This design comes from an exercise in tuning for small area, a short achievable clock period and few clock cycles per item on the open sky130 flow, not from production work.
Only simulation tests tie the RTL to the original design; equivalence was not proved.
No activity file was given, so power comes from the tool's default toggle rates.

==> design/flow/design.v <==
`timescale 1ns / 1ps
module gain_core_s1 (
    input  wire [15:0] d,
    input  wire [23:0] bg,      
    output wire [19:0] ra,
    output wire [19:0] rb,
    output wire [2:0]  cin      
);
    wire neg0 = bg[2];
    wire two0 = bg[1];
    wire one0 = bg[0];
    wire neg1 = bg[5];
    wire two1 = bg[4];
    wire one1 = bg[3];
    wire neg2 = bg[8];
    wire two2 = bg[7];
    wire one2 = bg[6];
    wire neg3 = bg[11];
    wire two3 = bg[10];
    wire one3 = bg[9];
    wire neg4 = bg[14];
    wire two4 = bg[13];
    wire one4 = bg[12];
    wire neg5 = bg[17];
    wire two5 = bg[16];
    wire one5 = bg[15];
    wire neg6 = bg[20];
    wire two6 = bg[19];
    wire one6 = bg[18];
    wire neg7 = bg[23];
    wire two7 = bg[22];
    wire one7 = bg[21];
    wire [16:0] dx = {d[15], d};
    wire pp0_0 = (one0 & dx[0]) ^ neg0;
    wire pp0_1 = ((one0 & dx[1]) | (two0 & dx[0])) ^ neg0;
    wire pp0_2 = ((one0 & dx[2]) | (two0 & dx[1])) ^ neg0;
    wire pp0_3 = ((one0 & dx[3]) | (two0 & dx[2])) ^ neg0;
    wire pp0_4 = ((one0 & dx[4]) | (two0 & dx[3])) ^ neg0;
    wire pp0_5 = ((one0 & dx[5]) | (two0 & dx[4])) ^ neg0;
    wire pp0_6 = ((one0 & dx[6]) | (two0 & dx[5])) ^ neg0;
    wire pp0_7 = ((one0 & dx[7]) | (two0 & dx[6])) ^ neg0;
    wire pp0_8 = ((one0 & dx[8]) | (two0 & dx[7])) ^ neg0;
    wire pp0_9 = ((one0 & dx[9]) | (two0 & dx[8])) ^ neg0;
    wire pp0_10 = ((one0 & dx[10]) | (two0 & dx[9])) ^ neg0;
    wire pp0_11 = ((one0 & dx[11]) | (two0 & dx[10])) ^ neg0;
    wire pp0_12 = ((one0 & dx[12]) | (two0 & dx[11])) ^ neg0;
    wire pp0_13 = ((one0 & dx[13]) | (two0 & dx[12])) ^ neg0;
    wire pp0_14 = ((one0 & dx[14]) | (two0 & dx[13])) ^ neg0;
    wire pp0_15 = ((one0 & dx[15]) | (two0 & dx[14])) ^ neg0;
    wire pp0_16 = ~(((one0 & dx[16]) | (two0 & dx[15])) ^ neg0);
    wire pp1_0 = (one1 & dx[0]) ^ neg1;
    wire pp1_1 = ((one1 & dx[1]) | (two1 & dx[0])) ^ neg1;
    wire pp1_2 = ((one1 & dx[2]) | (two1 & dx[1])) ^ neg1;
    wire pp1_3 = ((one1 & dx[3]) | (two1 & dx[2])) ^ neg1;
    wire pp1_4 = ((one1 & dx[4]) | (two1 & dx[3])) ^ neg1;
    wire pp1_5 = ((one1 & dx[5]) | (two1 & dx[4])) ^ neg1;
    wire pp1_6 = ((one1 & dx[6]) | (two1 & dx[5])) ^ neg1;
    wire pp1_7 = ((one1 & dx[7]) | (two1 & dx[6])) ^ neg1;
    wire pp1_8 = ((one1 & dx[8]) | (two1 & dx[7])) ^ neg1;
    wire pp1_9 = ((one1 & dx[9]) | (two1 & dx[8])) ^ neg1;
    wire pp1_10 = ((one1 & dx[10]) | (two1 & dx[9])) ^ neg1;
    wire pp1_11 = ((one1 & dx[11]) | (two1 & dx[10])) ^ neg1;
    wire pp1_12 = ((one1 & dx[12]) | (two1 & dx[11])) ^ neg1;
    wire pp1_13 = ((one1 & dx[13]) | (two1 & dx[12])) ^ neg1;
    wire pp1_14 = ((one1 & dx[14]) | (two1 & dx[13])) ^ neg1;
    wire pp1_15 = ((one1 & dx[15]) | (two1 & dx[14])) ^ neg1;
    wire pp1_16 = ~(((one1 & dx[16]) | (two1 & dx[15])) ^ neg1);
    wire pp2_0 = (one2 & dx[0]) ^ neg2;
    wire pp2_1 = ((one2 & dx[1]) | (two2 & dx[0])) ^ neg2;
    wire pp2_2 = ((one2 & dx[2]) | (two2 & dx[1])) ^ neg2;
    wire pp2_3 = ((one2 & dx[3]) | (two2 & dx[2])) ^ neg2;
    wire pp2_4 = ((one2 & dx[4]) | (two2 & dx[3])) ^ neg2;
    wire pp2_5 = ((one2 & dx[5]) | (two2 & dx[4])) ^ neg2;
    wire pp2_6 = ((one2 & dx[6]) | (two2 & dx[5])) ^ neg2;
    wire pp2_7 = ((one2 & dx[7]) | (two2 & dx[6])) ^ neg2;
    wire pp2_8 = ((one2 & dx[8]) | (two2 & dx[7])) ^ neg2;
    wire pp2_9 = ((one2 & dx[9]) | (two2 & dx[8])) ^ neg2;
    wire pp2_10 = ((one2 & dx[10]) | (two2 & dx[9])) ^ neg2;
    wire pp2_11 = ((one2 & dx[11]) | (two2 & dx[10])) ^ neg2;
    wire pp2_12 = ((one2 & dx[12]) | (two2 & dx[11])) ^ neg2;
    wire pp2_13 = ((one2 & dx[13]) | (two2 & dx[12])) ^ neg2;
    wire pp2_14 = ((one2 & dx[14]) | (two2 & dx[13])) ^ neg2;
    wire pp2_15 = ((one2 & dx[15]) | (two2 & dx[14])) ^ neg2;
    wire pp2_16 = ~(((one2 & dx[16]) | (two2 & dx[15])) ^ neg2);
    wire pp3_0 = (one3 & dx[0]) ^ neg3;
    wire pp3_1 = ((one3 & dx[1]) | (two3 & dx[0])) ^ neg3;
    wire pp3_2 = ((one3 & dx[2]) | (two3 & dx[1])) ^ neg3;
    wire pp3_3 = ((one3 & dx[3]) | (two3 & dx[2])) ^ neg3;
    wire pp3_4 = ((one3 & dx[4]) | (two3 & dx[3])) ^ neg3;
    wire pp3_5 = ((one3 & dx[5]) | (two3 & dx[4])) ^ neg3;
    wire pp3_6 = ((one3 & dx[6]) | (two3 & dx[5])) ^ neg3;
    wire pp3_7 = ((one3 & dx[7]) | (two3 & dx[6])) ^ neg3;
    wire pp3_8 = ((one3 & dx[8]) | (two3 & dx[7])) ^ neg3;
    wire pp3_9 = ((one3 & dx[9]) | (two3 & dx[8])) ^ neg3;
    wire pp3_10 = ((one3 & dx[10]) | (two3 & dx[9])) ^ neg3;
    wire pp3_11 = ((one3 & dx[11]) | (two3 & dx[10])) ^ neg3;
    wire pp3_12 = ((one3 & dx[12]) | (two3 & dx[11])) ^ neg3;
    wire pp3_13 = ((one3 & dx[13]) | (two3 & dx[12])) ^ neg3;
    wire pp3_14 = ((one3 & dx[14]) | (two3 & dx[13])) ^ neg3;
    wire pp3_15 = ((one3 & dx[15]) | (two3 & dx[14])) ^ neg3;
    wire pp3_16 = ~(((one3 & dx[16]) | (two3 & dx[15])) ^ neg3);
    wire pp4_0 = (one4 & dx[0]) ^ neg4;
    wire pp4_1 = ((one4 & dx[1]) | (two4 & dx[0])) ^ neg4;
    wire pp4_2 = ((one4 & dx[2]) | (two4 & dx[1])) ^ neg4;
    wire pp4_3 = ((one4 & dx[3]) | (two4 & dx[2])) ^ neg4;
    wire pp4_4 = ((one4 & dx[4]) | (two4 & dx[3])) ^ neg4;
    wire pp4_5 = ((one4 & dx[5]) | (two4 & dx[4])) ^ neg4;
    wire pp4_6 = ((one4 & dx[6]) | (two4 & dx[5])) ^ neg4;
    wire pp4_7 = ((one4 & dx[7]) | (two4 & dx[6])) ^ neg4;
    wire pp4_8 = ((one4 & dx[8]) | (two4 & dx[7])) ^ neg4;
    wire pp4_9 = ((one4 & dx[9]) | (two4 & dx[8])) ^ neg4;
    wire pp4_10 = ((one4 & dx[10]) | (two4 & dx[9])) ^ neg4;
    wire pp4_11 = ((one4 & dx[11]) | (two4 & dx[10])) ^ neg4;
    wire pp4_12 = ((one4 & dx[12]) | (two4 & dx[11])) ^ neg4;
    wire pp4_13 = ((one4 & dx[13]) | (two4 & dx[12])) ^ neg4;
    wire pp4_14 = ((one4 & dx[14]) | (two4 & dx[13])) ^ neg4;
    wire pp4_15 = ((one4 & dx[15]) | (two4 & dx[14])) ^ neg4;
    wire pp4_16 = ~(((one4 & dx[16]) | (two4 & dx[15])) ^ neg4);
    wire pp5_0 = (one5 & dx[0]) ^ neg5;
    wire pp5_1 = ((one5 & dx[1]) | (two5 & dx[0])) ^ neg5;
    wire pp5_2 = ((one5 & dx[2]) | (two5 & dx[1])) ^ neg5;
    wire pp5_3 = ((one5 & dx[3]) | (two5 & dx[2])) ^ neg5;
    wire pp5_4 = ((one5 & dx[4]) | (two5 & dx[3])) ^ neg5;
    wire pp5_5 = ((one5 & dx[5]) | (two5 & dx[4])) ^ neg5;
    wire pp5_6 = ((one5 & dx[6]) | (two5 & dx[5])) ^ neg5;
    wire pp5_7 = ((one5 & dx[7]) | (two5 & dx[6])) ^ neg5;
    wire pp5_8 = ((one5 & dx[8]) | (two5 & dx[7])) ^ neg5;
    wire pp5_9 = ((one5 & dx[9]) | (two5 & dx[8])) ^ neg5;
    wire pp5_10 = ((one5 & dx[10]) | (two5 & dx[9])) ^ neg5;
    wire pp5_11 = ((one5 & dx[11]) | (two5 & dx[10])) ^ neg5;
    wire pp5_12 = ((one5 & dx[12]) | (two5 & dx[11])) ^ neg5;
    wire pp5_13 = ((one5 & dx[13]) | (two5 & dx[12])) ^ neg5;
    wire pp5_14 = ((one5 & dx[14]) | (two5 & dx[13])) ^ neg5;
    wire pp5_15 = ((one5 & dx[15]) | (two5 & dx[14])) ^ neg5;
    wire pp5_16 = ~(((one5 & dx[16]) | (two5 & dx[15])) ^ neg5);
    wire pp6_0 = (one6 & dx[0]) ^ neg6;
    wire pp6_1 = ((one6 & dx[1]) | (two6 & dx[0])) ^ neg6;
    wire pp6_2 = ((one6 & dx[2]) | (two6 & dx[1])) ^ neg6;
    wire pp6_3 = ((one6 & dx[3]) | (two6 & dx[2])) ^ neg6;
    wire pp6_4 = ((one6 & dx[4]) | (two6 & dx[3])) ^ neg6;
    wire pp6_5 = ((one6 & dx[5]) | (two6 & dx[4])) ^ neg6;
    wire pp6_6 = ((one6 & dx[6]) | (two6 & dx[5])) ^ neg6;
    wire pp6_7 = ((one6 & dx[7]) | (two6 & dx[6])) ^ neg6;
    wire pp6_8 = ((one6 & dx[8]) | (two6 & dx[7])) ^ neg6;
    wire pp6_9 = ((one6 & dx[9]) | (two6 & dx[8])) ^ neg6;
    wire pp6_10 = ((one6 & dx[10]) | (two6 & dx[9])) ^ neg6;
    wire pp6_11 = ((one6 & dx[11]) | (two6 & dx[10])) ^ neg6;
    wire pp6_12 = ((one6 & dx[12]) | (two6 & dx[11])) ^ neg6;
    wire pp6_13 = ((one6 & dx[13]) | (two6 & dx[12])) ^ neg6;
    wire pp6_14 = ((one6 & dx[14]) | (two6 & dx[13])) ^ neg6;
    wire pp6_15 = ((one6 & dx[15]) | (two6 & dx[14])) ^ neg6;
    wire pp6_16 = ~(((one6 & dx[16]) | (two6 & dx[15])) ^ neg6);
    wire pp7_0 = (one7 & dx[0]) ^ neg7;
    wire pp7_1 = ((one7 & dx[1]) | (two7 & dx[0])) ^ neg7;
    wire pp7_2 = ((one7 & dx[2]) | (two7 & dx[1])) ^ neg7;
    wire pp7_3 = ((one7 & dx[3]) | (two7 & dx[2])) ^ neg7;
    wire pp7_4 = ((one7 & dx[4]) | (two7 & dx[3])) ^ neg7;
    wire pp7_5 = ((one7 & dx[5]) | (two7 & dx[4])) ^ neg7;
    wire pp7_6 = ((one7 & dx[6]) | (two7 & dx[5])) ^ neg7;
    wire pp7_7 = ((one7 & dx[7]) | (two7 & dx[6])) ^ neg7;
    wire pp7_8 = ((one7 & dx[8]) | (two7 & dx[7])) ^ neg7;
    wire pp7_9 = ((one7 & dx[9]) | (two7 & dx[8])) ^ neg7;
    wire pp7_10 = ((one7 & dx[10]) | (two7 & dx[9])) ^ neg7;
    wire pp7_11 = ((one7 & dx[11]) | (two7 & dx[10])) ^ neg7;
    wire pp7_12 = ((one7 & dx[12]) | (two7 & dx[11])) ^ neg7;
    wire pp7_13 = ((one7 & dx[13]) | (two7 & dx[12])) ^ neg7;
    wire pp7_14 = ((one7 & dx[14]) | (two7 & dx[13])) ^ neg7;
    wire pp7_15 = ((one7 & dx[15]) | (two7 & dx[14])) ^ neg7;
    wire pp7_16 = ~(((one7 & dx[16]) | (two7 & dx[15])) ^ neg7);
    wire s1, c2;
    assign s1 = pp0_10 ^ pp1_8;
    assign c2 = pp0_10 & pp1_8;
    wire s3, c4;
    assign s3 = pp0_11 ^ pp1_9 ^ pp2_7;
    assign c4 = (pp0_11 & pp1_9) | (pp2_7 & (pp0_11 ^ pp1_9));
    wire s5, c6;
    assign s5 = pp0_12 ^ pp1_10 ^ pp2_8;
    assign c6 = (pp0_12 & pp1_10) | (pp2_8 & (pp0_12 ^ pp1_10));
    wire s7, c8;
    assign s7 = pp3_6 ^ pp4_4;
    assign c8 = pp3_6 & pp4_4;
    wire s9, c10;
    assign s9 = pp0_13 ^ pp1_11 ^ pp2_9;
    assign c10 = (pp0_13 & pp1_11) | (pp2_9 & (pp0_13 ^ pp1_11));
    wire s11, c12;
    assign s11 = pp3_7 ^ pp4_5;
    assign c12 = pp3_7 & pp4_5;
    wire s13, c14;
    assign s13 = pp0_14 ^ pp1_12 ^ pp2_10;
    assign c14 = (pp0_14 & pp1_12) | (pp2_10 & (pp0_14 ^ pp1_12));
    wire s15, c16;
    assign s15 = pp3_8 ^ pp4_6 ^ pp5_4;
    assign c16 = (pp3_8 & pp4_6) | (pp5_4 & (pp3_8 ^ pp4_6));
    wire s17, c18;
    assign s17 = pp6_2 ^ pp7_0;
    assign c18 = pp6_2 & pp7_0;
    wire s19, c20;
    assign s19 = pp0_15 ^ pp1_13 ^ pp2_11;
    assign c20 = (pp0_15 & pp1_13) | (pp2_11 & (pp0_15 ^ pp1_13));
    wire s21, c22;
    assign s21 = pp3_9 ^ pp4_7 ^ pp5_5;
    assign c22 = (pp3_9 & pp4_7) | (pp5_5 & (pp3_9 ^ pp4_7));
    wire s23, c24;
    assign s23 = pp6_3 ^ pp7_1;
    assign c24 = pp6_3 & pp7_1;
    wire s25, c26;
    assign s25 = pp0_16 ^ pp1_14 ^ pp2_12;
    assign c26 = (pp0_16 & pp1_14) | (pp2_12 & (pp0_16 ^ pp1_14));
    wire s27, c28;
    assign s27 = pp3_10 ^ pp4_8 ^ pp5_6;
    assign c28 = (pp3_10 & pp4_8) | (pp5_6 & (pp3_10 ^ pp4_8));
    wire s29, c30;
    assign s29 = pp6_4 ^ pp7_2 ^ 1'b1;
    assign c30 = (pp6_4 & pp7_2) | (1'b1 & (pp6_4 ^ pp7_2));
    wire s31, c32;
    assign s31 = pp1_15 ^ pp2_13 ^ pp3_11;
    assign c32 = (pp1_15 & pp2_13) | (pp3_11 & (pp1_15 ^ pp2_13));
    wire s33, c34;
    assign s33 = pp4_9 ^ pp5_7 ^ pp6_5;
    assign c34 = (pp4_9 & pp5_7) | (pp6_5 & (pp4_9 ^ pp5_7));
    wire s35, c36;
    assign s35 = pp7_3 ^ 1'b1;
    assign c36 = pp7_3 & 1'b1;
    wire s37, c38;
    assign s37 = pp1_16 ^ pp2_14 ^ pp3_12;
    assign c38 = (pp1_16 & pp2_14) | (pp3_12 & (pp1_16 ^ pp2_14));
    wire s39, c40;
    assign s39 = pp4_10 ^ pp5_8 ^ pp6_6;
    assign c40 = (pp4_10 & pp5_8) | (pp6_6 & (pp4_10 ^ pp5_8));
    wire s41, c42;
    assign s41 = pp2_15 ^ pp3_13 ^ pp4_11;
    assign c42 = (pp2_15 & pp3_13) | (pp4_11 & (pp2_15 ^ pp3_13));
    wire s43, c44;
    assign s43 = pp5_9 ^ pp6_7;
    assign c44 = pp5_9 & pp6_7;
    wire s45, c46;
    assign s45 = pp2_16 ^ pp3_14 ^ pp4_12;
    assign c46 = (pp2_16 & pp3_14) | (pp4_12 & (pp2_16 ^ pp3_14));
    wire s47, c48;
    assign s47 = pp3_15 ^ pp4_13;
    assign c48 = pp3_15 & pp4_13;
    wire s49, c50;
    assign s49 = pp0_6 ^ pp1_4;
    assign c50 = pp0_6 & pp1_4;
    wire s51, c52;
    assign s51 = pp0_7 ^ pp1_5;
    assign c52 = pp0_7 & pp1_5;
    wire s53, c54;
    assign s53 = pp0_8 ^ pp1_6 ^ pp2_4;
    assign c54 = (pp0_8 & pp1_6) | (pp2_4 & (pp0_8 ^ pp1_6));
    wire s55, c56;
    assign s55 = pp3_2 ^ pp4_0;
    assign c56 = pp3_2 & pp4_0;
    wire s57, c58;
    assign s57 = pp0_9 ^ pp1_7 ^ pp2_5;
    assign c58 = (pp0_9 & pp1_7) | (pp2_5 & (pp0_9 ^ pp1_7));
    wire s59, c60;
    assign s59 = pp3_3 ^ pp4_1;
    assign c60 = pp3_3 & pp4_1;
    wire s61, c62;
    assign s61 = s1 ^ pp2_6 ^ pp3_4;
    assign c62 = (s1 & pp2_6) | (pp3_4 & (s1 ^ pp2_6));
    wire s63, c64;
    assign s63 = pp4_2 ^ pp5_0 ^ neg5;
    assign c64 = (pp4_2 & pp5_0) | (neg5 & (pp4_2 ^ pp5_0));
    wire s65, c66;
    assign s65 = c2 ^ s3 ^ pp3_5;
    assign c66 = (c2 & s3) | (pp3_5 & (c2 ^ s3));
    wire s67, c68;
    assign s67 = pp4_3 ^ pp5_1 ^ 1'b1;
    assign c68 = (pp4_3 & pp5_1) | (1'b1 & (pp4_3 ^ pp5_1));
    wire s69, c70;
    assign s69 = c4 ^ s5 ^ s7;
    assign c70 = (c4 & s5) | (s7 & (c4 ^ s5));
    wire s71, c72;
    assign s71 = pp5_2 ^ pp6_0 ^ neg6;
    assign c72 = (pp5_2 & pp6_0) | (neg6 & (pp5_2 ^ pp6_0));
    wire s73, c74;
    assign s73 = c6 ^ c8 ^ s9;
    assign c74 = (c6 & c8) | (s9 & (c6 ^ c8));
    wire s75, c76;
    assign s75 = s11 ^ pp5_3 ^ pp6_1;
    assign c76 = (s11 & pp5_3) | (pp6_1 & (s11 ^ pp5_3));
    wire s77, c78;
    assign s77 = c10 ^ c12 ^ s13;
    assign c78 = (c10 & c12) | (s13 & (c10 ^ c12));
    wire s79, c80;
    assign s79 = s15 ^ s17 ^ neg7;
    assign c80 = (s15 & s17) | (neg7 & (s15 ^ s17));
    wire s81, c82;
    assign s81 = c14 ^ c16 ^ c18;
    assign c82 = (c14 & c16) | (c18 & (c14 ^ c16));
    wire s83, c84;
    assign s83 = s19 ^ s21 ^ s23;
    assign c84 = (s19 & s21) | (s23 & (s19 ^ s21));
    wire s85, c86;
    assign s85 = c20 ^ c22 ^ c24;
    assign c86 = (c20 & c22) | (c24 & (c20 ^ c22));
    wire s87, c88;
    assign s87 = s25 ^ s27 ^ s29;
    assign c88 = (s25 & s27) | (s29 & (s25 ^ s27));
    wire s89, c90;
    assign s89 = c26 ^ c28 ^ c30;
    assign c90 = (c26 & c28) | (c30 & (c26 ^ c28));
    wire s91, c92;
    assign s91 = s31 ^ s33 ^ s35;
    assign c92 = (s31 & s33) | (s35 & (s31 ^ s33));
    wire s93, c94;
    assign s93 = c32 ^ c34 ^ c36;
    assign c94 = (c32 & c34) | (c36 & (c32 ^ c34));
    wire s95, c96;
    assign s95 = s37 ^ s39 ^ pp7_4;
    assign c96 = (s37 & s39) | (pp7_4 & (s37 ^ s39));
    wire s97, c98;
    assign s97 = c38 ^ c40 ^ s41;
    assign c98 = (c38 & c40) | (s41 & (c38 ^ c40));
    wire s99, c100;
    assign s99 = s43 ^ pp7_5 ^ 1'b1;
    assign c100 = (s43 & pp7_5) | (1'b1 & (s43 ^ pp7_5));
    wire s101, c102;
    assign s101 = c42 ^ c44 ^ s45;
    assign c102 = (c42 & c44) | (s45 & (c42 ^ c44));
    wire s103, c104;
    assign s103 = pp5_10 ^ pp6_8 ^ pp7_6;
    assign c104 = (pp5_10 & pp6_8) | (pp7_6 & (pp5_10 ^ pp6_8));
    wire s105, c106;
    assign s105 = c46 ^ s47 ^ pp5_11;
    assign c106 = (c46 & s47) | (pp5_11 & (c46 ^ s47));
    wire s107, c108;
    assign s107 = pp6_9 ^ pp7_7 ^ 1'b1;
    assign c108 = (pp6_9 & pp7_7) | (1'b1 & (pp6_9 ^ pp7_7));
    wire s109, c110;
    assign s109 = c48 ^ pp3_16 ^ pp4_14;
    assign c110 = (c48 & pp3_16) | (pp4_14 & (c48 ^ pp3_16));
    wire s111, c112;
    assign s111 = pp5_12 ^ pp6_10 ^ pp7_8;
    assign c112 = (pp5_12 & pp6_10) | (pp7_8 & (pp5_12 ^ pp6_10));
    wire s113, c114;
    assign s113 = pp4_15 ^ pp5_13 ^ pp6_11;
    assign c114 = (pp4_15 & pp5_13) | (pp6_11 & (pp4_15 ^ pp5_13));
    wire s115, c116;
    assign s115 = pp7_9 ^ 1'b1;
    assign c116 = pp7_9 & 1'b1;
    wire s117, c118;
    assign s117 = pp4_16 ^ pp5_14 ^ pp6_12;
    assign c118 = (pp4_16 & pp5_14) | (pp6_12 & (pp4_16 ^ pp5_14));
    wire s119, c120;
    assign s119 = pp5_15 ^ pp6_13;
    assign c120 = pp5_15 & pp6_13;
    wire s121, c122;
    assign s121 = pp0_4 ^ pp1_2;
    assign c122 = pp0_4 & pp1_2;
    wire s123, c124;
    assign s123 = pp0_5 ^ pp1_3;
    assign c124 = pp0_5 & pp1_3;
    wire s125, c126;
    assign s125 = s49 ^ pp2_2 ^ pp3_0;
    assign c126 = (s49 & pp2_2) | (pp3_0 & (s49 ^ pp2_2));
    wire s127, c128;
    assign s127 = c50 ^ s51 ^ pp2_3;
    assign c128 = (c50 & s51) | (pp2_3 & (c50 ^ s51));
    wire s129, c130;
    assign s129 = c52 ^ s53 ^ s55;
    assign c130 = (c52 & s53) | (s55 & (c52 ^ s53));
    wire s131, c132;
    assign s131 = c54 ^ c56 ^ s57;
    assign c132 = (c54 & c56) | (s57 & (c54 ^ c56));
    wire s133, c134;
    assign s133 = c58 ^ c60 ^ s61;
    assign c134 = (c58 & c60) | (s61 & (c58 ^ c60));
    wire s135, c136;
    assign s135 = c62 ^ c64 ^ s65;
    assign c136 = (c62 & c64) | (s65 & (c62 ^ c64));
    wire s137, c138;
    assign s137 = c66 ^ c68 ^ s69;
    assign c138 = (c66 & c68) | (s69 & (c66 ^ c68));
    wire s139, c140;
    assign s139 = c70 ^ c72 ^ s73;
    assign c140 = (c70 & c72) | (s73 & (c70 ^ c72));
    wire s141, c142;
    assign s141 = c74 ^ c76 ^ s77;
    assign c142 = (c74 & c76) | (s77 & (c74 ^ c76));
    wire s143, c144;
    assign s143 = c78 ^ c80 ^ s81;
    assign c144 = (c78 & c80) | (s81 & (c78 ^ c80));
    wire s145, c146;
    assign s145 = c82 ^ c84 ^ s85;
    assign c146 = (c82 & c84) | (s85 & (c82 ^ c84));
    wire s147, c148;
    assign s147 = c86 ^ c88 ^ s89;
    assign c148 = (c86 & c88) | (s89 & (c86 ^ c88));
    wire s149, c150;
    assign s149 = c90 ^ c92 ^ s93;
    assign c150 = (c90 & c92) | (s93 & (c90 ^ c92));
    wire s151, c152;
    assign s151 = c94 ^ c96 ^ s97;
    assign c152 = (c94 & c96) | (s97 & (c94 ^ c96));
    wire s153, c154;
    assign s153 = c98 ^ c100 ^ s101;
    assign c154 = (c98 & c100) | (s101 & (c98 ^ c100));
    wire s155, c156;
    assign s155 = c102 ^ c104 ^ s105;
    assign c156 = (c102 & c104) | (s105 & (c102 ^ c104));
    wire s157, c158;
    assign s157 = c106 ^ c108 ^ s109;
    assign c158 = (c106 & c108) | (s109 & (c106 ^ c108));
    wire s159, c160;
    assign s159 = c110 ^ c112 ^ s113;
    assign c160 = (c110 & c112) | (s113 & (c110 ^ c112));
    wire s161, c162;
    assign s161 = c114 ^ c116 ^ s117;
    assign c162 = (c114 & c116) | (s117 & (c114 ^ c116));
    wire s163, c164;
    assign s163 = c118 ^ s119 ^ pp7_11;
    assign c164 = (c118 & s119) | (pp7_11 & (c118 ^ s119));
    wire s165, c166;
    assign s165 = c120 ^ pp5_16 ^ pp6_14;
    assign c166 = (c120 & pp5_16) | (pp6_14 & (c120 ^ pp5_16));
    wire s167, c168;
    assign s167 = pp6_15 ^ pp7_13;
    assign c168 = pp6_15 & pp7_13;
    wire s169, c170;
    assign s169 = pp0_2 ^ pp1_0;
    assign c170 = pp0_2 & pp1_0;
    wire s171, c172;
    assign s171 = pp0_3 ^ pp1_1;
    assign c172 = pp0_3 & pp1_1;
    wire s173, c174;
    assign s173 = s121 ^ pp2_0 ^ neg2;
    assign c174 = (s121 & pp2_0) | (neg2 & (s121 ^ pp2_0));
    wire s175, c176;
    assign s175 = c122 ^ s123 ^ pp2_1;
    assign c176 = (c122 & s123) | (pp2_1 & (c122 ^ s123));
    wire s177, c178;
    assign s177 = c124 ^ s125 ^ neg3;
    assign c178 = (c124 & s125) | (neg3 & (c124 ^ s125));
    wire s179, c180;
    assign s179 = c126 ^ s127 ^ pp3_1;
    assign c180 = (c126 & s127) | (pp3_1 & (c126 ^ s127));
    wire s181, c182;
    assign s181 = c128 ^ s129 ^ neg4;
    assign c182 = (c128 & s129) | (neg4 & (c128 ^ s129));
    wire s183, c184;
    assign s183 = c130 ^ s131 ^ s59;
    assign c184 = (c130 & s131) | (s59 & (c130 ^ s131));
    wire s185, c186;
    assign s185 = c132 ^ s133 ^ s63;
    assign c186 = (c132 & s133) | (s63 & (c132 ^ s133));
    wire s187, c188;
    assign s187 = c134 ^ s135 ^ s67;
    assign c188 = (c134 & s135) | (s67 & (c134 ^ s135));
    wire s189, c190;
    assign s189 = c136 ^ s137 ^ s71;
    assign c190 = (c136 & s137) | (s71 & (c136 ^ s137));
    wire s191, c192;
    assign s191 = c138 ^ s139 ^ s75;
    assign c192 = (c138 & s139) | (s75 & (c138 ^ s139));
    wire s193, c194;
    assign s193 = c140 ^ s141 ^ s79;
    assign c194 = (c140 & s141) | (s79 & (c140 ^ s141));
    wire s195, c196;
    assign s195 = c142 ^ s143 ^ s83;
    assign c196 = (c142 & s143) | (s83 & (c142 ^ s143));
    wire s197, c198;
    assign s197 = c144 ^ s145 ^ s87;
    assign c198 = (c144 & s145) | (s87 & (c144 ^ s145));
    wire s199, c200;
    assign s199 = c146 ^ s147 ^ s91;
    assign c200 = (c146 & s147) | (s91 & (c146 ^ s147));
    wire s201, c202;
    assign s201 = c148 ^ s149 ^ s95;
    assign c202 = (c148 & s149) | (s95 & (c148 ^ s149));
    wire s203, c204;
    assign s203 = c150 ^ s151 ^ s99;
    assign c204 = (c150 & s151) | (s99 & (c150 ^ s151));
    wire s205, c206;
    assign s205 = c152 ^ s153 ^ s103;
    assign c206 = (c152 & s153) | (s103 & (c152 ^ s153));
    wire s207, c208;
    assign s207 = c154 ^ s155 ^ s107;
    assign c208 = (c154 & s155) | (s107 & (c154 ^ s155));
    wire s209, c210;
    assign s209 = c156 ^ s157 ^ s111;
    assign c210 = (c156 & s157) | (s111 & (c156 ^ s157));
    wire s211, c212;
    assign s211 = c158 ^ s159 ^ s115;
    assign c212 = (c158 & s159) | (s115 & (c158 ^ s159));
    wire s213, c214;
    assign s213 = c160 ^ s161 ^ pp7_10;
    assign c214 = (c160 & s161) | (pp7_10 & (c160 ^ s161));
    wire s215, c216;
    assign s215 = c162 ^ s163 ^ 1'b1;
    assign c216 = (c162 & s163) | (1'b1 & (c162 ^ s163));
    wire s217, c218;
    assign s217 = c164 ^ s165 ^ pp7_12;
    assign c218 = (c164 & s165) | (pp7_12 & (c164 ^ s165));
    wire s219, c220;
    assign s219 = c166 ^ s167 ^ 1'b1;
    assign c220 = (c166 & s167) | (1'b1 & (c166 ^ s167));
    wire s221, c222;
    assign s221 = c168 ^ pp6_16 ^ pp7_14;
    assign c222 = (c168 & pp6_16) | (pp7_14 & (c168 ^ pp6_16));
    wire s223, c224;
    assign s223 = pp7_15 ^ 1'b1;
    assign c224 = pp7_15 & 1'b1;
    wire [11:0] la = {c186, c184, c182, c180, c178, c176, c174, c172, c170, s169, pp0_1, pp0_0};
    wire [11:0] lb = {s187, s185, s183, s181, s179, s177, s175, s173, s171, neg1, 1'b0, neg0};
    wire lgi0 = la[0] & lb[0];
    wire lpi0 = la[0] ^ lb[0];
    wire lgi1 = la[1] & lb[1];
    wire lpi1 = la[1] ^ lb[1];
    wire lgi2 = la[2] & lb[2];
    wire lpi2 = la[2] ^ lb[2];
    wire lgi3 = la[3] & lb[3];
    wire lpi3 = la[3] ^ lb[3];
    wire lgi4 = la[4] & lb[4];
    wire lpi4 = la[4] ^ lb[4];
    wire lgi5 = la[5] & lb[5];
    wire lpi5 = la[5] ^ lb[5];
    wire lgi6 = la[6] & lb[6];
    wire lpi6 = la[6] ^ lb[6];
    wire lgi7 = la[7] & lb[7];
    wire lpi7 = la[7] ^ lb[7];
    wire lgi8 = la[8] & lb[8];
    wire lpi8 = la[8] ^ lb[8];
    wire lgi9 = la[9] & lb[9];
    wire lpi9 = la[9] ^ lb[9];
    wire qgu0_1 = lgi1 | (lpi1 & lgi0);
    wire qgu0_3 = lgi3 | (lpi3 & lgi2);
    wire qpu0_3 = lpi3 & lpi2;
    wire qgu0_5 = lgi5 | (lpi5 & lgi4);
    wire qpu0_5 = lpi5 & lpi4;
    wire qgu0_7 = lgi7 | (lpi7 & lgi6);
    wire qpu0_7 = lpi7 & lpi6;
    wire qgu0_9 = lgi9 | (lpi9 & lgi8);
    wire qpu0_9 = lpi9 & lpi8;
    wire qgu1_3 = qgu0_3 | (qpu0_3 & qgu0_1);
    wire qgu1_7 = qgu0_7 | (qpu0_7 & qgu0_5);
    wire qpu1_7 = qpu0_7 & qpu0_5;
    wire qgu2_7 = qgu1_7 | (qpu1_7 & qgu1_3);
    wire qgd6_5 = qgu0_5 | (qpu0_5 & qgu1_3);
    wire qgd6_9 = qgu0_9 | (qpu0_9 & qgu2_7);
    wire qgd7_2 = lgi2 | (lpi2 & qgu0_1);
    wire qgd7_4 = lgi4 | (lpi4 & qgu1_3);
    wire qgd7_6 = lgi6 | (lpi6 & qgd6_5);
    wire qgd7_8 = lgi8 | (lpi8 & qgu2_7);
    assign cin[0] = qgd6_9;
    wire [1:0] lg = la[11:10] & lb[11:10];
    wire [1:0] lp = la[11:10] ^ lb[11:10];
    assign cin[1] = lg[1] | (lp[1] & lg[0]);
    assign cin[2] = &lp;
    assign ra = {1'b1, c224, c222, c220, c218, c216, c214, c212, c210, c208, c206, c204, c202, c200, c198, c196, c194, c192, c190, c188};
    assign rb = {1'b0, pp7_16, s223, s221, s219, s217, s215, s213, s211, s209, s207, s205, s203, s201, s199, s197, s195, s193, s191, s189};
endmodule
module gain_recode (
    input  wire [15:0] g,
    output wire [23:0] bg
);
    assign bg[2] = g[1];
    assign bg[1] = ((g[1] & ~g[0] & ~1'b0) | (~g[1] & g[0] & 1'b0));
    assign bg[0] = (g[0] ^ 1'b0);
    assign bg[5] = g[3];
    assign bg[4] = ((g[3] & ~g[2] & ~g[1]) | (~g[3] & g[2] & g[1]));
    assign bg[3] = (g[2] ^ g[1]);
    assign bg[8] = g[5];
    assign bg[7] = ((g[5] & ~g[4] & ~g[3]) | (~g[5] & g[4] & g[3]));
    assign bg[6] = (g[4] ^ g[3]);
    assign bg[11] = g[7];
    assign bg[10] = ((g[7] & ~g[6] & ~g[5]) | (~g[7] & g[6] & g[5]));
    assign bg[9] = (g[6] ^ g[5]);
    assign bg[14] = g[9];
    assign bg[13] = ((g[9] & ~g[8] & ~g[7]) | (~g[9] & g[8] & g[7]));
    assign bg[12] = (g[8] ^ g[7]);
    assign bg[17] = g[11];
    assign bg[16] = ((g[11] & ~g[10] & ~g[9]) | (~g[11] & g[10] & g[9]));
    assign bg[15] = (g[10] ^ g[9]);
    assign bg[20] = g[13];
    assign bg[19] = ((g[13] & ~g[12] & ~g[11]) | (~g[13] & g[12] & g[11]));
    assign bg[18] = (g[12] ^ g[11]);
    assign bg[23] = g[15];
    assign bg[22] = ((g[15] & ~g[14] & ~g[13]) | (~g[15] & g[14] & g[13]));
    assign bg[21] = (g[14] ^ g[13]);
endmodule
module gain_core_s2 (
    input  wire [19:0] ra,
    input  wire [19:0] rb,
    input  wire [2:0]  cin,
    output wire [15:0] data_o
);
    wire c = cin[1] | (cin[2] & cin[0]);
    wire g0 = ra[0] & rb[0];
    wire p0 = ra[0] ^ rb[0];
    wire g1 = ra[1] & rb[1];
    wire p1 = ra[1] ^ rb[1];
    wire g2 = ra[2] & rb[2];
    wire p2 = ra[2] ^ rb[2];
    wire g3 = ra[3] & rb[3];
    wire p3 = ra[3] ^ rb[3];
    wire g4 = ra[4] & rb[4];
    wire p4 = ra[4] ^ rb[4];
    wire g5 = ra[5] & rb[5];
    wire p5 = ra[5] ^ rb[5];
    wire g6 = ra[6] & rb[6];
    wire p6 = ra[6] ^ rb[6];
    wire g7 = ra[7] & rb[7];
    wire p7 = ra[7] ^ rb[7];
    wire g8 = ra[8] & rb[8];
    wire p8 = ra[8] ^ rb[8];
    wire g9 = ra[9] & rb[9];
    wire p9 = ra[9] ^ rb[9];
    wire g10 = ra[10] & rb[10];
    wire p10 = ra[10] ^ rb[10];
    wire g11 = ra[11] & rb[11];
    wire p11 = ra[11] ^ rb[11];
    wire g12 = ra[12] & rb[12];
    wire p12 = ra[12] ^ rb[12];
    wire g13 = ra[13] & rb[13];
    wire p13 = ra[13] ^ rb[13];
    wire g14 = ra[14] & rb[14];
    wire p14 = ra[14] ^ rb[14];
    wire g15 = ra[15] & rb[15];
    wire p15 = ra[15] ^ rb[15];
    wire g16 = ra[16] & rb[16];
    wire p16 = ra[16] ^ rb[16];
    wire g17 = ra[17] & rb[17];
    wire p17 = ra[17] ^ rb[17];
    wire g18 = ra[18] & rb[18];
    wire p18 = ra[18] ^ rb[18];
    wire g19 = ra[19] & rb[19];
    wire p19 = ra[19] ^ rb[19];
    wire kgu0_1 = g0 | (p0 & c);
    wire kgu0_3 = g2 | (p2 & g1);
    wire kpu0_3 = p2 & p1;
    wire kgu0_5 = g4 | (p4 & g3);
    wire kpu0_5 = p4 & p3;
    wire kgu0_7 = g6 | (p6 & g5);
    wire kpu0_7 = p6 & p5;
    wire kgu0_9 = g8 | (p8 & g7);
    wire kpu0_9 = p8 & p7;
    wire kgu0_11 = g10 | (p10 & g9);
    wire kpu0_11 = p10 & p9;
    wire kgu0_13 = g12 | (p12 & g11);
    wire kpu0_13 = p12 & p11;
    wire kgu0_15 = g14 | (p14 & g13);
    wire kpu0_15 = p14 & p13;
    wire kgu0_17 = g16 | (p16 & g15);
    wire kpu0_17 = p16 & p15;
    wire kgu0_19 = g18 | (p18 & g17);
    wire kpu0_19 = p18 & p17;
    wire kgu1_3 = kgu0_3 | (kpu0_3 & kgu0_1);
    wire kgu1_7 = kgu0_7 | (kpu0_7 & kgu0_5);
    wire kpu1_7 = kpu0_7 & kpu0_5;
    wire kgu1_11 = kgu0_11 | (kpu0_11 & kgu0_9);
    wire kpu1_11 = kpu0_11 & kpu0_9;
    wire kgu1_15 = kgu0_15 | (kpu0_15 & kgu0_13);
    wire kpu1_15 = kpu0_15 & kpu0_13;
    wire kgu1_19 = kgu0_19 | (kpu0_19 & kgu0_17);
    wire kpu1_19 = kpu0_19 & kpu0_17;
    wire kgu2_7 = kgu1_7 | (kpu1_7 & kgu1_3);
    wire kgu2_15 = kgu1_15 | (kpu1_15 & kgu1_11);
    wire kpu2_15 = kpu1_15 & kpu1_11;
    wire kgu3_15 = kgu2_15 | (kpu2_15 & kgu2_7);
    wire kgd7_11 = kgu1_11 | (kpu1_11 & kgu2_7);
    wire kgd7_19 = kgu1_19 | (kpu1_19 & kgu3_15);
    wire kgd8_5 = kgu0_5 | (kpu0_5 & kgu1_3);
    wire kgd8_9 = kgu0_9 | (kpu0_9 & kgu2_7);
    wire kgd8_13 = kgu0_13 | (kpu0_13 & kgd7_11);
    wire kgd8_17 = kgu0_17 | (kpu0_17 & kgu3_15);
    wire kgd9_2 = g1 | (p1 & kgu0_1);
    wire kgd9_4 = g3 | (p3 & kgu1_3);
    wire kgd9_6 = g5 | (p5 & kgd8_5);
    wire kgd9_8 = g7 | (p7 & kgu2_7);
    wire kgd9_10 = g9 | (p9 & kgd8_9);
    wire kgd9_12 = g11 | (p11 & kgd7_11);
    wire kgd9_14 = g13 | (p13 & kgd8_13);
    wire kgd9_16 = g15 | (p15 & kgu3_15);
    wire kgd9_18 = g17 | (p17 & kgd8_17);
    wire kgd9_20 = g19 | (p19 & kgd7_19);
    wire [19:0] r;
    assign r[0] = p0 ^ c;
    assign r[1] = p1 ^ kgu0_1;
    assign r[2] = p2 ^ kgd9_2;
    assign r[3] = p3 ^ kgu1_3;
    assign r[4] = p4 ^ kgd9_4;
    assign r[5] = p5 ^ kgd8_5;
    assign r[6] = p6 ^ kgd9_6;
    assign r[7] = p7 ^ kgu2_7;
    assign r[8] = p8 ^ kgd9_8;
    assign r[9] = p9 ^ kgd8_9;
    assign r[10] = p10 ^ kgd9_10;
    assign r[11] = p11 ^ kgd7_11;
    assign r[12] = p12 ^ kgd9_12;
    assign r[13] = p13 ^ kgd8_13;
    assign r[14] = p14 ^ kgd9_14;
    assign r[15] = p15 ^ kgu3_15;
    assign r[16] = p16 ^ kgd9_16;
    assign r[17] = p17 ^ kgd8_17;
    assign r[18] = p18 ^ kgd9_18;
    assign r[19] = p19 ^ kgd7_19;
    wire ovf = ~(&r[19:15] | ~|r[19:15]);
    assign data_o = ovf ? {r[19], {15{~r[19]}}} : r[15:0];
endmodule
module gain_core (
    input  wire [15:0] data_i,
    input  wire [15:0] gain_i,
    output wire [15:0] data_o
);
    wire [19:0] ra, rb;
    wire [2:0] cin;
    wire [23:0] bg;
    gain_recode  u_rc (.g(gain_i), .bg(bg));
    gain_core_s1 u_s1 (.d(data_i), .bg(bg), .ra(ra), .rb(rb), .cin(cin));
    gain_core_s2 u_s2 (.ra(ra), .rb(rb), .cin(cin), .data_o(data_o));
endmodule
`timescale 1ns / 1ps
module axis_gain_wrapper #(
    parameter integer C_S_AXI_DATA_WIDTH = 32,
    parameter integer C_S_AXI_ADDR_WIDTH = 4,
    parameter integer AUDIO_WIDTH        = 16,
    parameter integer GAIN_FBITS         = 12
)(
    input  wire aclk,
    input  wire aresetn,
    input  wire [31:0] s_axis_tdata,
    input  wire        s_axis_tlast,
    input  wire        s_axis_tvalid,
    output wire        s_axis_tready,
    output wire [31:0] m_axis_tdata,
    output wire        m_axis_tlast,
    output wire        m_axis_tvalid,
    input  wire        m_axis_tready,
    input  wire [C_S_AXI_ADDR_WIDTH-1:0] s_axi_awaddr,
    input  wire                          s_axi_awvalid,
    output wire                          s_axi_awready,
    input  wire [C_S_AXI_DATA_WIDTH-1:0] s_axi_wdata,
    input  wire [3:0]                    s_axi_wstrb,
    input  wire                          s_axi_wvalid,
    output wire                          s_axi_wready,
    output wire [1:0]                    s_axi_bresp,
    output reg                           s_axi_bvalid,
    input  wire                          s_axi_bready,
    input  wire [C_S_AXI_ADDR_WIDTH-1:0] s_axi_araddr,
    input  wire                          s_axi_arvalid,
    output wire                          s_axi_arready,
    output reg  [C_S_AXI_DATA_WIDTH-1:0] s_axi_rdata,
    output wire [1:0]                    s_axi_rresp,
    output reg                           s_axi_rvalid,
    input  wire                          s_axi_rready
);
    reg [31:0] reg_control;
    reg [31:0] reg_gain_l;
    reg [31:0] reg_gain_r;
    reg        wack;       
    reg [2:0]  rsel;       
    assign s_axi_awready = wack;
    assign s_axi_wready  = wack;
    assign s_axi_bresp   = 2'b00;
    assign s_axi_rresp   = 2'b00;
    assign s_axi_arready = !s_axi_rvalid;
    wire wgo = s_axi_awvalid && s_axi_wvalid && !wack && !s_axi_bvalid && !s_axi_rvalid;
    wire [1:0] addr_w = s_axi_awaddr[3:2];
    wire [31:0] wd_ctl = s_axi_wdata & {32{aresetn}};
    wire [31:0] wd_gn  = {wd_ctl[31:13], s_axi_wdata[12] | !aresetn, wd_ctl[11:0]};
    wire we_ctl = (wgo && addr_w == 2'd0) || !aresetn;
    wire we_gl  = (wgo && addr_w == 2'd1) || !aresetn;
    wire we_gr  = (wgo && addr_w == 2'd2) || !aresetn;
    always @(posedge aclk) begin
        if (we_ctl) reg_control <= wd_ctl;
        if (we_gl)  reg_gain_l  <= wd_gn;
        if (we_gr)  reg_gain_r  <= wd_gn;
    end
    always @(posedge aclk) begin
        if (!aresetn) begin
            wack         <= 1'b0;
            s_axi_bvalid <= 1'b0;
        end else begin
            wack <= wgo;
            if (wack)
                s_axi_bvalid <= 1'b1;
            else if (s_axi_bready)
                s_axi_bvalid <= 1'b0;
        end
    end
    wire rgo = s_axi_arvalid && !s_axi_rvalid;
    always @(posedge aclk) begin
        if (!aresetn) begin
            s_axi_rvalid <= 1'b0;
        end else begin
            if (rgo)
                s_axi_rvalid <= 1'b1;
            else if (s_axi_rready)
                s_axi_rvalid <= 1'b0;
        end
    end
    always @(posedge aclk) begin
        if (rgo) begin
            rsel[0] <= s_axi_araddr[3:2] == 2'd0;
            rsel[1] <= s_axi_araddr[3:2] == 2'd1;
            rsel[2] <= s_axi_araddr[3:2] == 2'd2;
        end
    end
    always @* begin
        s_axi_rdata = ({32{rsel[0]}} & reg_control) |
                      ({32{rsel[1]}} & reg_gain_l) |
                      ({32{rsel[2]}} & reg_gain_r);
    end
    reg        v0, l0;
    reg [31:0] d0;
    reg [23:0] b0l, b0r;              
    reg        v1, l1;
    reg [19:0] ral, rbl, rar, rbr;    
    reg [2:0]  cil, cir;      
    reg        v2, l2;
    reg [31:0] o2;
    wire ce = m_axis_tready || !v2;
    assign s_axis_tready = ce;
    assign m_axis_tvalid = v2;
    assign m_axis_tlast  = l2;
    assign m_axis_tdata  = o2;
    wire [15:0] gl = reg_control[0] ? reg_gain_l[15:0] : 16'h1000;
    wire [15:0] gr = reg_control[0] ? reg_gain_r[15:0] : 16'h1000;
    wire [23:0] bgl, bgr;
    gain_recode u_rc_l (.g(gl), .bg(bgl));
    gain_recode u_rc_r (.g(gr), .bg(bgr));
    wire [19:0] ral_d, rbl_d, rar_d, rbr_d;
    wire [2:0]  cil_d, cir_d;
    wire [15:0] ol_d, or_d;
    gain_core_s1 u_s1_l (.d(d0[15:0]),  .bg(b0l), .ra(ral_d), .rb(rbl_d), .cin(cil_d));
    gain_core_s1 u_s1_r (.d(d0[31:16]), .bg(b0r), .ra(rar_d), .rb(rbr_d), .cin(cir_d));
    gain_core_s2 u_s2_l (.ra(ral), .rb(rbl), .cin(cil), .data_o(ol_d));
    gain_core_s2 u_s2_r (.ra(rar), .rb(rbr), .cin(cir), .data_o(or_d));
    always @(posedge aclk) begin
        if (ce) begin
            d0  <= s_axis_tdata;
            l0  <= s_axis_tlast;
            b0l <= bgl;
            b0r <= bgr;
            ral <= ral_d;
            rbl <= rbl_d;
            cil <= cil_d;
            rar <= rar_d;
            rbr <= rbr_d;
            cir <= cir_d;
            l1  <= l0;
            o2  <= {or_d, ol_d};
            l2  <= l1;
        end
    end
    always @(posedge aclk) begin
        if (!aresetn) begin
            v0 <= 1'b0;
            v1 <= 1'b0;
            v2 <= 1'b0;
        end else if (ce) begin
            v0 <= s_axis_tvalid;
            v1 <= v0;
            v2 <= v1;
        end
    end
endmodule
==> design/flow/flow/run.sh <==
#!/bin/bash
# Standard layout with two changes:
#  - the port buffers use the smallest buffer cell;
#  - m_axis_tready and s_axis_tready sit next to each other (flow/io.tcl);
#  - after the standard synthesis, flow/flip_fa.py removes inverters around
#    full adders (a full adder is self-dual, so some adders take the
#    complements of their inputs instead); registers are not touched.
# Each step's output goes to its own log file in this folder.
set -euo pipefail
export BUFFER_PORTS_ARGS="-buffer_cell sky130_fd_sc_hd__buf_1"
export IO_CONSTRAINTS="$PWD/flow/io.tcl"
RES=orfs/results/sky130hd/axis_gain_wrapper/base
bash standard.sh synth > synth_flow.log 2>&1
cp "$RES/1_2_yosys.v" synth_netlist_standard.v
python3 flow/flip_fa.py synth_netlist_standard.v "$RES/1_2_yosys.v" > flip_fa.log 2>&1
touch "$RES/1_2_yosys.v"
bash standard.sh > layout_flow.log 2>&1
==> design/flow/flow/flip_fa.py <==
#!/usr/bin/env python3
"""Post-synthesis clean-up of inverters around full adders.

A full adder is self-dual: FA(~a, ~b, ~c) = (~sum, ~cout). Synthesis often
leaves inverters between full adders. This script chooses a set of full
adders to "flip" (feed them the complements of their inputs; their outputs
then carry the complements of the original values) so that fewer signals
need an inverted copy, then rebuilds the inverters: one inverter per signal
that some input needs inverted. Registers and all other cells are left as
they are; the logic function of every register input and output port is
unchanged.

usage: flip_fa.py IN.v OUT.v
"""
import re, sys, collections

OUTP = {'X', 'Y', 'Q', 'Q_N', 'SUM', 'COUT', 'HI', 'LO'}

def is_inv(t):
    return re.match(r'sky130_fd_sc_hd__(inv|clkinv)_\d+$', t) is not None

def is_fa(t):
    return re.match(r'sky130_fd_sc_hd__fa_\d+$', t) is not None

def norm(n):
    return n.strip()

def emit_net(n):
    return n + ' ' if n.startswith('\\') else n

def main():
    src, dst = sys.argv[1], sys.argv[2]
    text = open(src).read()
    cell_re = re.compile(r'^  (sky130_fd_sc_hd__\w+) (\S+)\s+\((.*?)\n  \);\n', re.S | re.M)
    cells = []
    first = None; last = None
    for m in cell_re.finditer(text):
        if first is None: first = m.start()
        last = m.end()
        pins = [(p, norm(n)) for p, n in re.findall(r'\.(\w+)\(([^()]*)\)', m.group(3))]
        cells.append([m.group(1), m.group(2), pins])
    head, tail = text[:first], text[last:]
    assert tail.strip().startswith('endmodule'), 'unexpected netlist layout'
    assert 'assign' not in head and 'assign' not in tail, 'assign statements not handled'
    # port bits
    ports = set()
    for kind, rng, names in re.findall(r'^\s*(input|output|inout)\s*(\[[^\]]*\])?\s*([^;]*);', head, re.M):
        for nm in names.split(','):
            nm = nm.strip()
            if rng:
                hi, lo = [int(x) for x in rng[1:-1].split(':')]
                for b in range(min(hi, lo), max(hi, lo) + 1):
                    ports.add(f'{nm}[{b}]')
            ports.add(nm)
    drv = {}
    for i, (t, nm, pins) in enumerate(cells):
        for p, n in pins:
            if p in OUTP:
                drv[n] = (i, p)
    removable = [is_inv(t) and dict(pins)['Y'] not in ports for t, nm, pins in cells]
    fa = [is_fa(t) for t, nm, pins in cells]

    def root(n):
        par = 0
        while n in drv and removable[drv[n][0]]:
            n = dict(cells[drv[n][0]][2])['A']
            par ^= 1
        return n, par

    # consumer pins: (cell, pin index, root, parity)
    cons = collections.defaultdict(list)
    for i, (t, nm, pins) in enumerate(cells):
        if removable[i]: continue
        for k, (p, n) in enumerate(pins):
            if p in OUTP: continue
            r, q = root(n)
            cons[r].append((i, k, q))

    def rdrv(r):
        if r in drv and fa[drv[r][0]]:
            return drv[r][0]
        return None

    flip = [0] * len(cells)

    def need(r):
        d = rdrv(r)
        fd = flip[d] if d is not None else 0
        return any(q ^ fd ^ (flip[i] if fa[i] else 0) for i, k, q in cons[r])

    touch = collections.defaultdict(set)
    for r, lst in cons.items():
        for i, k, q in lst:
            touch[i].add(r)
        d = rdrv(r)
        if d is not None:
            touch[d].add(r)
    before = sum(need(r) for r in cons)
    improved = True
    while improved:
        improved = False
        for i in range(len(cells)):
            if not fa[i]: continue
            rs = touch[i]
            b = sum(need(r) for r in rs)
            flip[i] ^= 1
            a = sum(need(r) for r in rs)
            if a < b:
                improved = True
            else:
                flip[i] ^= 1
    after = sum(need(r) for r in cons)

    # the outputs of flipped adders now carry complemented values: rename them
    ren = {}
    for i in range(len(cells)):
        if flip[i]:
            for k, (p, n) in enumerate(cells[i][2]):
                if p in OUTP:
                    assert n not in ports
                    ren[n] = f'_ff{len(ren)}_'
                    cells[i][2][k] = (p, ren[n])
    # rebuild
    invnet = {}
    newcells = []
    wires = []
    for r in sorted(cons):
        if need(r):
            n = f'_fi{len(invnet)}_'
            invnet[r] = n
            wires.append(f'  wire {n};\n')
            newcells.append(f'  sky130_fd_sc_hd__inv_1 _fic{len(newcells)}_ (\n    .A({emit_net(ren.get(r, r))}),\n    .Y({n})\n  );\n')
    for r, lst in cons.items():
        d = rdrv(r)
        fd = flip[d] if d is not None else 0
        for i, k, q in lst:
            par = q ^ fd ^ (flip[i] if fa[i] else 0)
            p, n = cells[i][2][k]
            cells[i][2][k] = (p, invnet[r] if par else ren.get(r, r))
    # drop declarations of wires no cell uses any more (the removed inverters' outputs)
    used = set()
    for i, (t, nm, pins) in enumerate(cells):
        if removable[i]: continue
        for p, n in pins:
            used.add(n)
            used.add(re.sub(r'\[\d+\]$', '', n))
    def keep(line):
        m = re.match(r'^  wire (\S+) ?;$', line)
        if not m: return True
        return m.group(1) in used or m.group(1) in ports
    head = '\n'.join(l for l in head.split('\n') if keep(l))
    out = [head.rstrip('\n') + '\n']
    out.extend(wires)
    out.extend(f'  wire {n};\n' for n in ren.values())
    for i, (t, nm, pins) in enumerate(cells):
        if removable[i]: continue
        body = ',\n'.join(f'    .{p}({emit_net(n)})' for p, n in pins)
        out.append(f'  {t} {emit_net(nm)} (\n{body}\n  );\n')
    out.extend(newcells)
    out.append(tail)
    open(dst, 'w').write(''.join(out))
    nrem = sum(removable)
    sys.stderr.write(f'flip_fa: removed {nrem} inverters, added {len(newcells)}; '
                     f'flipped {sum(flip)} of {sum(fa)} full adders '
                     f'(inverted signals {before} -> {after})\n')

main()
==> design/flow/flow/io.tcl <==
# Keep the two ready pins of the stream side by side: s_axis_tready is a
# combinational function of m_axis_tready (the only input-to-output path).
set_io_pin_constraint -group -order -pin_names {m_axis_tready s_axis_tready}
==> design/flow/standard.sh <==
#!/bin/bash
# synth_recipe.tcl (not shown) runs the flow's synth.tcl, then flattens the netlist and writes it again
# the make line also repeats each setting of config.mk as NAME=value (left out here)
make -C /OpenROAD-flow-scripts/flow DESIGN_CONFIG=/design/flow/config.mk WORK_HOME=/design/flow/orfs CLKGATE_MAP_FILE= SYNTH_SCRIPT=/design/flow/synth_recipe.tcl "${@:-finish}"
==> design/flow/config.mk <==
export PLATFORM = sky130hd
export DESIGN_NAME = axis_gain_wrapper
export DESIGN_NICKNAME = axis_gain_wrapper
export VERILOG_FILES = /design/flow/design.v
export SDC_FILE = /design/flow/constraint.sdc
export NUM_CORES = 4
export LEC_CHECK = 0
export ABC_AREA = 1
export CAP_MARGIN = 20
export CORE_MARGIN = 2
export CORE_UTILIZATION = 40
export CTS_BUF_LIST = sky130_fd_sc_hd__clkbuf_4 sky130_fd_sc_hd__clkbuf_8
export SETUP_SLACK_MARGIN = 4.45
export SLEW_MARGIN = 20
==> design/flow/constraint.sdc <==
create_clock -name core_clock -period 8.0 [get_ports {aclk}]
set_input_delay 1.6000 -clock core_clock [delete_from_list [all_inputs] [get_ports {aclk}]]
set_output_delay 1.6000 -clock core_clock [all_outputs]
set_load 0.01 [all_outputs]
==> results.yml, run 1 <==
outcome:
  status: "no timing/DRC/antenna violations"
placement:
  io_buffer_count: 149
  dpl.hpwl_um: 36600
  place_ws_ps: 3780
  place_congestion: 0.882
timing:
  grt_setup_unrepaired: "true"
  drv_slew: 0
  fmax_mhz: 275
  slew_headroom: 0.437
  worst_slew_pin_slew_ps: 845
  setup_slack_ps: 4370
  fin_worst_skew_ps: 27.8
  fin_crit_ps: 3630
  period_share: 0.454
  hold_viol: 0
  finalSetupViolations: 0
  finalSetupTns_ps: 0
synth:
  netlist_area_um2: 22100
  yosysWarnings: 1
  synthCells: 2059
  syn_area_per_cell_um2: 10.7
critical_path:
  crit_start: "m_axis_tready"
  r2r_cells: 10
  crit_arrival_ps: 2030
  cp_top_family: "buffers and inverters"
  critPathKind: "input pin to output pin"
  cp_num_cells: 4
  cp_max_fo: 2
  crit_chain: "buf_6 -> nor2_4 -> clkinvlp_4 -> buf_6"
  max_stage_delay_ps: 120
  slowest_stage: "buf_6"
  reg2reg_from: "d0[27]"
  critPathLaunchType: "input pin"
  crit_end: "s_axis_tready"
  required_ps: 6400
  cp-end-kind: "output pin"
  r2r-end: "cir[1]"
  crit_path_frequent_cell: "buf_6"
  r2r_setup_slack_ps: 4370
  worst-path-buf-inv: 3
cts:
  clock_sinks: 302
  cts_tree: "built"
  cts_buffers: 52
  h-tree-depth: 2
  clock_path_buffers: 3
  cts-root-buf: "clkbuf_8"
  path_clk_slew_ps: 60
  clock_latency_ps: 640
route:
  wire_per_inst_um: 17.6
  antenna_left: 0
  drc: 0
  num_vias: 15400
  wirelength_um: 52800
  drt_iter0_drc: 1064
  drt_pass1_iterations: 5
  routed_via_density: 5.14
power_and_ir_drop:
  leakagePower_nw: 11.3
  irDropWorstVdd_mv: 0.147
  p_per_area_nw_per_um2: 329
global_routing:
  grt_pass1_wl_um: 84300
  grt_max_degree: 147
  overflow: 0
  antenna_found_initial: 1
  track_usage: 0.186
  grt_pass1_vias: 15800
finish:
  fin_nets: 2638
  syn_to_final_growth_pct: 14.5
  drive_above_1_share: 0.130
  nFillCells: 5106
  final_core_utilization: 0.462
floorplanning:
  die_x_um: 239
  dieArea_um2: 57200
  num_rows: 86
  start_util: 0.403
  die_y_um: 239
  io_pins: 162
  core-area_um2: 54900
min_path:
  hp-class: "flop to flop"
flow_run:
  max-cap-violations: 0
-- routing by layer --
layer | vias to the layer above | wire (um) | GRT usage
met5 | - | 0 | 0
met1 | 7419 | 23100 | 0.249
met4 | 0 | 1840 | 0.0765
met2 | 594 | 23700 | 0.290
li1 | 7297 | - | -
met3 | 126 | 4180 | 0.0432
-- worst reg2reg max path, delay by kind of cell, from the launching register on --
family / cells / cell delay, ps
adder cells (fa/ha/maj): 5 / 2360
flip-flops: 1 / 370
AO/OA/AOI/OAI: 2 / 370
buffers and inverters: 2 / 190
XOR/XNOR: 1 / 100
-- cell usage in the layout (no fill, tap or decap), types with 53 or more instances in the layout --
cell type and n:
buf_4 102, edfxtp_1 296, xor2_1 279, inv_1 264
nand2_1 297, clkbuf_8 53, fa_1 186, buf_1 145
o22ai_1 227, ha_1 101
-- repair_timing --
item / 4_1_cts / 5_1_grt
setup endpoints to repair: 75 / 39
setup buffers: 45 / 53
resized for setup: 35 / 41
pin swaps: 6 / 8
hold buffers: 0 / 0
-- registers in the layout, indices dropped and copies added (netlist names) --
register      flops
rbr              19
s_axi_bvalid      1
v1                1
l2                1
reg_gain_l       32
rsel              3
rar              19
cil               3
wack              1
l0                1
rbl              19
o2               32
cir               3
b0l              24
s_axi_rvalid      1
l1                1
reg_gain_r       32
v2                1
v0                1
b0r              24
ral              19
reg_control      32
d0               32
-- metrics by stage --
step	instances	power, mW	cell area [um^2]	hold slack (ps)
2_1_floorplan	2062	5.79	22200	400
3_5_place_dp	2816	6.85	23200	407
5_1_grt	3004	9.19	25300	426
6_report	3004	8.34	25300	413
3_3_place_gp	2816	6.72	23200	406
4_1_cts	2950	8.42	24800	418
-- worst min path at each step --
stage                     endpoint  slack (ps)  start  cells after the start
after floorplan                 l1         400     l0                      0
after global placement          l2         410     l1                      0
after detailed placement        l1         410     l0                      0
after CTS                       l1         420     l0                      0
after global routing            l2         430     l1                      0
final                           l1         410     l0                      0
-- power by group --
group / switching, mW / total [mW] / internal, mW
Sequential: 0.196 / 2.64 / 2.44
Combinational: 2.44 / 4.23 / 1.78
Clock: 0.635 / 1.47 / 0.838
-- area by class of cell --
cell class	instances	area (um^2)	area share
Timing Repair Buffer	257	1420	0.0560
Clock buffer	67	835	0.0329
Inverter	316	1360	0.0538
Clock inverter	22	235	0.00928
Multi-Input combinational cell	1335	11600	0.458
Antenna cell	1	2.50	0.0000988
Sequential cell	302	9010	0.356
Tap cell	704	881	0.0348
Testbench counts, summed over its fixed seeds: cycles 16,480, samples 16,384.
==> run 2: changes to the inputs <==
--- a/design/flow/config.mk
+++ b/design/flow/config.mk
@@ -12,3 +12,3 @@
 export CTS_BUF_LIST = sky130_fd_sc_hd__clkbuf_4 sky130_fd_sc_hd__clkbuf_8
-export SETUP_SLACK_MARGIN = 4.45
+export SETUP_SLACK_MARGIN = 4.35
 export SLEW_MARGIN = 20
==> run 2 against run 1 <==
Die area did not move. Maximum frequency about the same. Wire length is 0.25% lower. Flip-flop and latch count did not move. Clock skew is 6.2 ps higher. Non-clock buffer count decreased by 35. Clock power hardly changed. Sequential power is essentially flat. Register-to-register slack better by 20 ps. Critical path type unchanged. Largest power group unchanged.
==> results.yml, run 2 <==
cts:
  path_clk_slew_ps: 60
  cts-root-buf: "clkbuf_8"
  cts_buffers: 54
  clock_latency_ps: 660
  h-tree-depth: 2
  cts_tree: "built"
  hold_buffers: 0
  clock_sinks: 302
  clock_path_buffers: 3
timing:
  fin_crit_ps: 3640
  fmax_mhz: 275
  fin_worst_skew_ps: 34.0
  period_share: 0.455
  finalSetupViolations: 0
  finalSetupTns_ps: 0
  hold_viol: 0
  slew_headroom: 0.438
  drv_slew: 0
  grt_setup_unrepaired: "true"
  worst_slew_pin_slew_ps: 844
power_and_ir_drop:
  irDropWorstVdd_mv: 0.164
  p_per_area_nw_per_um2: 333
  power_mw: 8.35
  leakagePower_nw: 11.2
critical_path:
  critPathLaunchType: "input pin"
  crit_chain: "buf_6 -> nor2_4 -> clkinvlp_4 -> buf_6"
  cp_max_fo: 2
  r2r-end: "cil[1]"
  max_stage_delay_ps: 130
  cp_top_family: "buffers and inverters"
  crit_end: "s_axis_tready"
  r2r_cells: 10
  crit_path_frequent_cell: "buf_6"
  crit_start: "m_axis_tready"
  reg2reg_from: "b0l[0]"
  critPathKind: "input pin to output pin"
  cp_num_cells: 4
  slowest_stage: "buf_6"
  worst-path-buf-inv: 3
  cp-end-kind: "output pin"
  required_ps: 6400
  r2r_setup_slack_ps: 4390
  crit_arrival_ps: 2040
global_routing:
  grt_pass1_vias: 15800
  grt_pass1_wl_um: 84700
  antenna_found_initial: 7
  grt_max_degree: 148
  track_usage: 0.187
  overflow: 0
finish:
  drive_above_1_share: 0.112
  syn_to_final_growth_pct: 13.3
  nFillCells: 5117
  fin_nets: 2605
  final_cell_mix: "297 x nand2_1, 296 x edfxtp_1, 286 x inv_1, 279 x xor2_1, 229 x o22ai_1"
  final_common_cell: "nand2_1"
route:
  routed_via_density: 5.12
  drt_pass1_iterations: 5
  drc: 0
  antenna_left: 0
  drt_iter0_drc: 1074
  wire_per_inst_um: 17.7
  wirelength_um: 52700
  num_vias: 15200
synth:
  netlist_area_um2: 22100
  syn_area_per_cell_um2: 10.7
  synthCells: 2059
  yosysWarnings: 1
min_path:
  hp-class: "flop to flop"
floorplanning:
  dieArea_um2: 57200
  die_y_um: 239
  start_util: 0.403
  die_x_um: 239
  io_pins: 162
  core-area_um2: 54900
  num_rows: 86
flow_run:
  max-cap-violations: 0
placement:
  dpl.hpwl_um: 36500
  io_buffer_count: 149
  place_congestion: 0.890
outcome:
  status: "no timing/DRC/antenna violations"
run 2: per-stage QoR:
step                utilization  hold WS, ps  cell area [um^2]  instances  setup slack (ps)
CTS                       0.452          404             24800       2961              4320
global placement          0.423          408             23200       2816              3820
detailed placement        0.423          411             23200       2816              3780
finish                    0.457          406             25100       2979              4360
global route              0.456          405             25000       2975              4270
floorplan                     -          400             22200       2062              2460
run 2: repair_timing:
item                       in CTS  in global routing
resized for setup              29                 23
setup endpoints to repair      69                 21
pin swaps                       1                 14
buffers inserted               50                 13
run 2: final cells by class:
| cell class | count | area (um^2) | area share |
|---|---|---|---|
| Multi-Input combinational cell | 1335 | 11600 | 0.463 |
| Sequential cell | 302 | 9010 | 0.360 |
| Inverter | 316 | 1290 | 0.0517 |
| Timing Repair Buffer | 222 | 1140 | 0.0455 |
| Clock buffer | 75 | 932 | 0.0372 |
| Tap cell | 704 | 881 | 0.0352 |
| Clock inverter | 20 | 184 | 0.00734 |
| Antenna cell | 5 | 12.5 | 0.000499 |
run 2: routing by layer:
metal	track usage	wire, um
met3	0.0525	4510
met5	0	40
met4	0.0784	1790
met2	0.282	23300
met1	0.253	23000
run 2: how the worst min path moves through the flow:
stage	startpoint	to	slack, ps	depth (start not counted)
2_1_floorplan	l0	l1	400	0
3_3_place_gp	l0	l1	410	0
3_5_place_dp	l0	l1	410	0
4_1_cts	l1	l2	400	0
5_1_grt	l1	l2	410	0
6_report	l1	l2	410	0
run 2: power by group:
part | total (mW) | internal [mW] | switching [mW]
registers | 2.63 | 2.44 | 0.193
logic | 4.22 | 1.78 | 2.45
clock network | 1.49 | 0.847 | 0.648

re-timing with driven ports:
The results above use ideal ports. As a check the final layouts listed here were re-extracted and re-timed, cells and wires unchanged.
Step 1 assumes that a clkbuf_16 drives the clock port and a buf_2 every other input.
Step 2 adds t to the input delays and takes it off the output delays; t is the mean of the earliest and latest rising clock arrival at the registers after step 1. Input paths then give back, and output paths get back, about the clock's delay inside the block.
a / b / c = ideal ports / drivers / drivers and shift; a / b = the first two.
run | t (ns) | setup WS [ns] | worst hold slack (ns) | clock arrival spread, ns | slew at the worst register clock pin (ns)
run 1 | 0.680 | 4.365 / 4.321 / 4.321 | 0.413 / 0.413 / 0.413 | 0.029 / 0.029 | 0.07 / 0.07
run 2 | 0.698 | 4.364 / 4.315 / 4.315 | 0.406 / 0.406 / 0.406 | 0.041 / 0.041 | 0.07 / 0.07
After both steps setup and hold are still met in every run listed. For run 2, which loses most, drivers alone change the setup slack by -0.049 ns; drivers and shift together by -0.049 ns.
